From an optimization exercise on the open Yosys and OpenROAD flow, aimed at small area; shortcuts taken in it are not production practice. In this exercise RTL edits were held to simulation tests only and were not proved equivalent to the original.

== before ==
==> flow/design.v <==
module sigle_block(
    input  [15:0] in_low,
    input  [15:0] in_high,
    output [15:0] out_high
);
    assign out_high = in_low
                    ^ ({in_high[14:0],in_high[15]} & {in_high[7:0],in_high[15:8]})
                    ^ {in_high[13:0],in_high[15:14]};
endmodule
module simon_key(
    input  [63:0]  keytext,
    input          clk, rst,
    output [511:0] key_total
);
    localparam [61:0] Z = 62'b01100111000011010100100010111110110011100001101010010001011111;
    reg [15:0] c [0:29];
    reg [4:0]  cnt;    
    wire [15:0] t   = {c[29][2:0], c[29][15:3]} ^ c[27];
    wire [15:0] gen = c[26] ^ t ^ {t[0], t[15:1]} ^ {15'h7ffe, Z[cnt - 5'd1]};
    wire [15:0] u   = {c[2][2:0], c[2][15:3]} ^ c[0];
    wire [15:0] rk0 = c[3] ^ u ^ {u[0], u[15:1]} ^ {15'h7ffe, Z[0]};
    always @(posedge clk) begin
        if (!rst)
            cnt <= 5'd0;
        else if (cnt != 5'd28)
            cnt <= cnt + 5'd1;
    end
    integer j;
    always @(posedge clk) begin
        if (rst && cnt == 5'd0) begin
            c[26] <= keytext[15:0];
            c[27] <= keytext[31:16];
            c[28] <= keytext[47:32];
            c[29] <= keytext[63:48];
        end else if (rst && cnt != 5'd28) begin
            for (j = 0; j < 29; j = j + 1)
                c[j] <= c[j+1];
            c[29] <= gen;
        end
    end
    assign key_total[15:0] = rk0;
    genvar g;
    generate
        for (g = 0; g < 30; g = g + 1) begin : out
            assign key_total[16*g+31:16*g+16] = c[g];
        end
    endgenerate
    assign key_total[511:496] = gen;
endmodule
module simon_pipeline(
    input  [31:0] plaintext,
    input  [63:0] keytext,
    input         clk, rst,
    output reg [31:0] ciphertext
);
    wire [511:0] key_total;
    simon_key key_generate(
        .keytext(keytext),
        .clk(clk),
        .rst(rst),
        .key_total(key_total)
    );
    reg  [15:0] x [0:31];
    reg  [15:0] w [0:31];
    wire [15:0] nx [0:31];
    genvar i;
    generate
        for (i = 0; i < 32; i = i + 1) begin : round
            sigle_block E(
                .in_low(w[i]),
                .in_high(x[i]),
                .out_high(nx[i])
            );
            if (i < 31) begin : st
                always @(posedge clk) begin
                    x[i+1] <= nx[i];
                    w[i+1] <= x[i] ^ key_total[16*(i+1)+15:16*(i+1)];
                end
            end
        end
    endgenerate
    always @(posedge clk) begin
        x[0] <= plaintext[31:16];
        w[0] <= plaintext[15:0] ^ key_total[15:0];
        ciphertext <= {nx[31], x[31]};
    end
endmodule
clock: 5.0 ns
lec_check: 0
cap_margin: 5
core_margin: 2
core_utilization: 70
place_density: 0.85
slew_margin: 5
standard.sh (not shown) runs the stock make flow with config.mk's settings and CLKGATE_MAP_FILE= SYNTH_SCRIPT=/design/flow/synth_recipe.tcl, a recipe that flattens the netlist after the stock synthesis.
==> flow/flow/run.sh <==
#!/bin/bash
# Standard ORFS layout with two changes: ports are buffered with buf_1, and
# CTS builds its tree without dummy balancing loads.
set -euo pipefail
export BUFFER_PORTS_ARGS="-buffer_cell sky130_fd_sc_hd__buf_1"
export CTS_ARGS="-sink_clustering_enable -repair_clock_nets -dont_use_dummy_load -buf_list sky130_fd_sc_hd__clkbuf_8 -sink_clustering_size 19 -sink_clustering_max_diameter 60"
bash standard.sh finish > standard_finish.log 2>&1
Input changes introduced in after (baseline for comparison: before):
diff --git a/flow/design.v b/flow/design.v
--- a/flow/design.v
+++ b/flow/design.v
@@ -9,33 +9,36 @@
 endmodule
 module simon_key(
     input  [63:0]  keytext,
     input          clk, rst,
     output [511:0] key_total
 );
-    localparam [61:0] Z = 62'b01100111000011010100100010111110110011100001101010010001011111;
+    localparam [4:0] S_LOAD = 5'b11110;    
+    localparam [4:0] S_DONE = 5'b10110;    
+    reg  [4:0] s;
     reg [15:0] c [0:29];
-    reg [4:0]  cnt;    
+    wire load  = (s == S_LOAD);
+    wire shift = (s != S_LOAD) && (s != S_DONE);
     wire [15:0] t   = {c[29][2:0], c[29][15:3]} ^ c[27];
-    wire [15:0] gen = c[26] ^ t ^ {t[0], t[15:1]} ^ {15'h7ffe, Z[cnt - 5'd1]};
+    wire [15:0] gen = c[26] ^ t ^ {t[0], t[15:1]} ^ {15'h7ffe, s[0]};
     wire [15:0] u   = {c[2][2:0], c[2][15:3]} ^ c[0];
-    wire [15:0] rk0 = c[3] ^ u ^ {u[0], u[15:1]} ^ {15'h7ffe, Z[0]};
+    wire [15:0] rk0 = c[3] ^ u ^ {u[0], u[15:1]} ^ 16'hfffd;
     always @(posedge clk) begin
         if (!rst)
-            cnt <= 5'd0;
-        else if (cnt != 5'd28)
-            cnt <= cnt + 5'd1;
+            s <= S_LOAD;
+        else if (s != S_DONE)
+            s <= {s[0] ^ s[1] ^ s[2] ^ s[4], s[4:1]};
     end
     integer j;
     always @(posedge clk) begin
-        if (rst && cnt == 5'd0) begin
+        if (rst && load) begin
             c[26] <= keytext[15:0];
             c[27] <= keytext[31:16];
             c[28] <= keytext[47:32];
             c[29] <= keytext[63:48];
-        end else if (rst && cnt != 5'd28) begin
+        end else if (rst && shift) begin
             for (j = 0; j < 29; j = j + 1)
                 c[j] <= c[j+1];
             c[29] <= gen;
         end
     end
     assign key_total[15:0] = rk0;
Pre-CTS worst setup slack, after and before: smaller value in before
Routed length on met1 is lower on after
after synthesis and placement, the instance count of after is below that of before.
after -> before: placement-stage cell area flat
Going from before to after, sum of met2 wire segment lengths after detailed routing lost about 1.6%; layout overhead on the synthesized area neither gained nor lost much.
Higher total of fill cells in the finished design was reported by before, not after.
Setup slack ends up lower on before.
Measured against each other, after and before differ in all-layer global routing usage, the lower figure coming from after.
Diff before -> after | number of antenna violations at the first check in global routing | decrease of 1


Starts from the design.v that is shown in full above.
clock: 5.0 ns
lec_check: 0
cap_margin: 5
core_margin: 2
core_utilization: 60
place_density: 0.75
slew_margin: 5
==> flow/flow/run.sh <==
#!/bin/bash
# Standard ORFS layout with two changes: ports are buffered with buf_1, and
# CTS builds its tree without dummy balancing loads.
set -euo pipefail
export BUFFER_PORTS_ARGS="-buffer_cell sky130_fd_sc_hd__buf_1"
export CTS_ARGS="-sink_clustering_enable -repair_clock_nets -dont_use_dummy_load -buf_list sky130_fd_sc_hd__clkbuf_8 -sink_clustering_size 20 -sink_clustering_max_diameter 65"
bash standard.sh finish > standard_finish.log 2>&1
Then changed:
--- a/flow/design.v
+++ b/flow/design.v
@@ -14,10 +14,8 @@
 );
     localparam [61:0] Z = 62'b01100111000011010100100010111110110011100001101010010001011111;
-    reg [15:0] c [0:29];
+    reg [15:0] c [0:30];
     reg [4:0]  cnt;    
-    wire [15:0] t   = {c[29][2:0], c[29][15:3]} ^ c[27];
-    wire [15:0] gen = c[26] ^ t ^ {t[0], t[15:1]} ^ {15'h7ffe, Z[cnt - 5'd1]};
-    wire [15:0] u   = {c[2][2:0], c[2][15:3]} ^ c[0];
-    wire [15:0] rk0 = c[3] ^ u ^ {u[0], u[15:1]} ^ {15'h7ffe, Z[0]};
+    wire [15:0] t   = {c[30][2:0], c[30][15:3]} ^ c[28];
+    wire [15:0] gen = c[27] ^ t ^ {t[0], t[15:1]} ^ {15'h7ffe, Z[cnt - 5'd1]};
     always @(posedge clk) begin
         if (!rst)
@@ -29,19 +27,18 @@
     always @(posedge clk) begin
         if (rst && cnt == 5'd0) begin
-            c[26] <= keytext[15:0];
-            c[27] <= keytext[31:16];
-            c[28] <= keytext[47:32];
-            c[29] <= keytext[63:48];
+            c[27] <= keytext[15:0];
+            c[28] <= keytext[31:16];
+            c[29] <= keytext[47:32];
+            c[30] <= keytext[63:48];
         end else if (rst && cnt != 5'd28) begin
-            for (j = 0; j < 29; j = j + 1)
+            for (j = 0; j < 30; j = j + 1)
                 c[j] <= c[j+1];
-            c[29] <= gen;
+            c[30] <= gen;
         end
     end
-    assign key_total[15:0] = rk0;
     genvar g;
     generate
-        for (g = 0; g < 30; g = g + 1) begin : out
-            assign key_total[16*g+31:16*g+16] = c[g];
+        for (g = 0; g < 31; g = g + 1) begin : out
+            assign key_total[16*g+15:16*g] = c[g];
         end
     endgenerate
Outcome: The changed run finished with timing, DRC and antenna clean; routed wire length falls by 5.4%; synthesized cell count falls by 0.82%; cell count falls by 0.62%; critical path depth is unchanged; non-clock buffer count falls by 10; first-iteration DRC count rises by 0.48%; count of clock-buffer cells in the layout rises by 2.


simon_pipeline with an RTL version that a note above also has.
Size in the first run: ~3900 cells after synthesis, about 1600 flip-flops, about 130 I/O pins.
==> module simon_key, before the edit <==
module simon_key(
    input  [63:0]  keytext,
    input          clk, rst,
    output [511:0] key_total
);
    localparam [61:0] Z = 62'b01100111000011010100100010111110110011100001101010010001011111;
    reg [15:0] c [0:30];
    reg [4:0]  cnt;    
    wire [15:0] t   = {c[30][2:0], c[30][15:3]} ^ c[28];
    wire [15:0] gen = c[27] ^ t ^ {t[0], t[15:1]} ^ {15'h7ffe, Z[cnt - 5'd1]};
    always @(posedge clk) begin
        if (!rst)
            cnt <= 5'd0;
        else if (cnt != 5'd28)
            cnt <= cnt + 5'd1;
    end
    integer j;
    always @(posedge clk) begin
        if (rst && cnt == 5'd0) begin
            c[27] <= keytext[15:0];
            c[28] <= keytext[31:16];
            c[29] <= keytext[47:32];
            c[30] <= keytext[63:48];
        end else if (rst && cnt != 5'd28) begin
            for (j = 0; j < 30; j = j + 1)
                c[j] <= c[j+1];
            c[30] <= gen;
        end
    end
    genvar g;
    generate
        for (g = 0; g < 31; g = g + 1) begin : out
            assign key_total[16*g+15:16*g] = c[g];
        end
    endgenerate
    assign key_total[511:496] = gen;
endmodule
clock: 5.0 ns
lec_check: 0
cap_margin: 5
core_margin: 2
core_utilization: 70
place_density: 0.85
slew_margin: 5
==> flow/flow/run.sh <==
#!/bin/bash
# Standard ORFS layout with two changes: ports are buffered with buf_1, and
# CTS builds its tree without dummy balancing loads.
set -euo pipefail
export BUFFER_PORTS_ARGS="-buffer_cell sky130_fd_sc_hd__buf_1"
export CTS_ARGS="-sink_clustering_enable -repair_clock_nets -dont_use_dummy_load -buf_list sky130_fd_sc_hd__clkbuf_8 -sink_clustering_size 19 -sink_clustering_max_diameter 60"
bash standard.sh finish > standard_finish.log 2>&1
Change:
--- a/flow/design.v
+++ b/flow/design.v
@@ -10,38 +10,48 @@
 module simon_key(
     input  [63:0]  keytext,
     input          clk, rst,
     output [511:0] key_total
 );
-    localparam [61:0] Z = 62'b01100111000011010100100010111110110011100001101010010001011111;
-    reg [15:0] c [0:30];
-    reg [4:0]  cnt;    
-    wire [15:0] t   = {c[30][2:0], c[30][15:3]} ^ c[28];
-    wire [15:0] gen = c[27] ^ t ^ {t[0], t[15:1]} ^ {15'h7ffe, Z[cnt - 5'd1]};
+    localparam [4:0] S_LOAD = 5'b11110;    
+    localparam [4:0] S_DONE = 5'b10110;    
+    reg  [4:0] s;
+    reg [15:0] c [0:29];
+    wire load = (s == S_LOAD);
+    wire run  = (s != S_DONE);
+    wire [15:0] t   = {c[29][2:0], c[29][15:3]} ^ c[27];
+    wire [15:0] gen = c[26] ^ t ^ {t[0], t[15:1]} ^ {15'h7ffe, s[0]};
+    wire [15:0] u   = {c[2][2:0], c[2][15:3]} ^ c[0];
+    wire [15:0] rk0 = c[3] ^ u ^ {u[0], u[15:1]} ^ 16'hfffd;
     always @(posedge clk) begin
         if (!rst)
-            cnt <= 5'd0;
-        else if (cnt != 5'd28)
-            cnt <= cnt + 5'd1;
+            s <= S_LOAD;
+        else if (s != S_DONE)
+            s <= {s[0] ^ s[1] ^ s[2] ^ s[4], s[4:1]};
     end
     integer j;
     always @(posedge clk) begin
-        if (rst && cnt == 5'd0) begin
-            c[27] <= keytext[15:0];
-            c[28] <= keytext[31:16];
-            c[29] <= keytext[47:32];
-            c[30] <= keytext[63:48];
-        end else if (rst && cnt != 5'd28) begin
-            for (j = 0; j < 30; j = j + 1)
+        if (run) begin
+            for (j = 0; j < 26; j = j + 1)
                 c[j] <= c[j+1];
-            c[30] <= gen;
+            if (load) begin
+                c[26] <= keytext[15:0];
+                c[27] <= keytext[31:16];
+                c[28] <= keytext[47:32];
+                c[29] <= keytext[63:48];
+            end else begin
+                for (j = 26; j < 29; j = j + 1)
+                    c[j] <= c[j+1];
+                c[29] <= gen;
+            end
         end
     end
+    assign key_total[15:0] = rk0;
     genvar g;
     generate
-        for (g = 0; g < 31; g = g + 1) begin : out
-            assign key_total[16*g+15:16*g] = c[g];
+        for (g = 0; g < 30; g = g + 1) begin : out
+            assign key_total[16*g+31:16*g+16] = c[g];
         end
     endgenerate
     assign key_total[511:496] = gen;
 endmodule
 module simon_pipeline(
Effect: Non-clock buffer count is lower by 3; global-route usage came out higher by 0.67 points; area after synthesis is lower slightly; core utilization barely changes; register-to-register slack improves by 0.43 ns; via count decreases by a few percent; sequential cell count shrinks by 16; hold slack improved by 0.013 ns; routed wire length came out higher by a few percent.

## re-timing with driven ports
In the flow no input, the clock included, has a driving cell. The finished layouts below were timed again as built, in two steps. Step 1 sets driving cells, clkbuf_16 on the clock port and buf_2 on the other inputs (assumed; they add their load-dependent delay and slew). Step 2 moves the port delays by t, midway between the first and last clock arrival at a register: inputs arrive t later, outputs are due t later. That takes back most of the time a late clock gives input paths. a / b / c = ideal ports / drivers / drivers and shift; a / b = the first two.
run | shift t [ns] | setup slack, ns | worst hold slack (ns) | slew at the worst register clock pin (ns)
before | 0.784 | 2.099 / 2.099 / 1.989 | 0.343 / 0.300 / 0.410 | 0.12 / 0.12
after | 0.770 | 2.508 / 2.508 / 1.907 | 0.359 / 0.324 / 0.401 | 0.12 / 0.12
the first run of note 2 | 0.789 | 1.908 / 1.908 / 1.849 | 0.305 / 0.266 / 0.400 | 0.12 / 0.12
the second run of note 2 | 0.790 | 2.058 / 2.058 / 2.021 | 0.313 / 0.272 / 0.392 | 0.12 / 0.12
the first run of note 3 | 0.777 | 2.173 / 2.173 / 2.114 | 0.334 / 0.296 / 0.403 | 0.12 / 0.12
the second run of note 3 | 0.771 | 2.605 / 2.605 / 2.605 | 0.348 / 0.308 / 0.371 | 0.12 / 0.12
After both steps setup and hold are still met in every run listed. The setup slack of after, which loses most, moves by 0.000 ns with the drivers and by -0.601 ns with both steps.
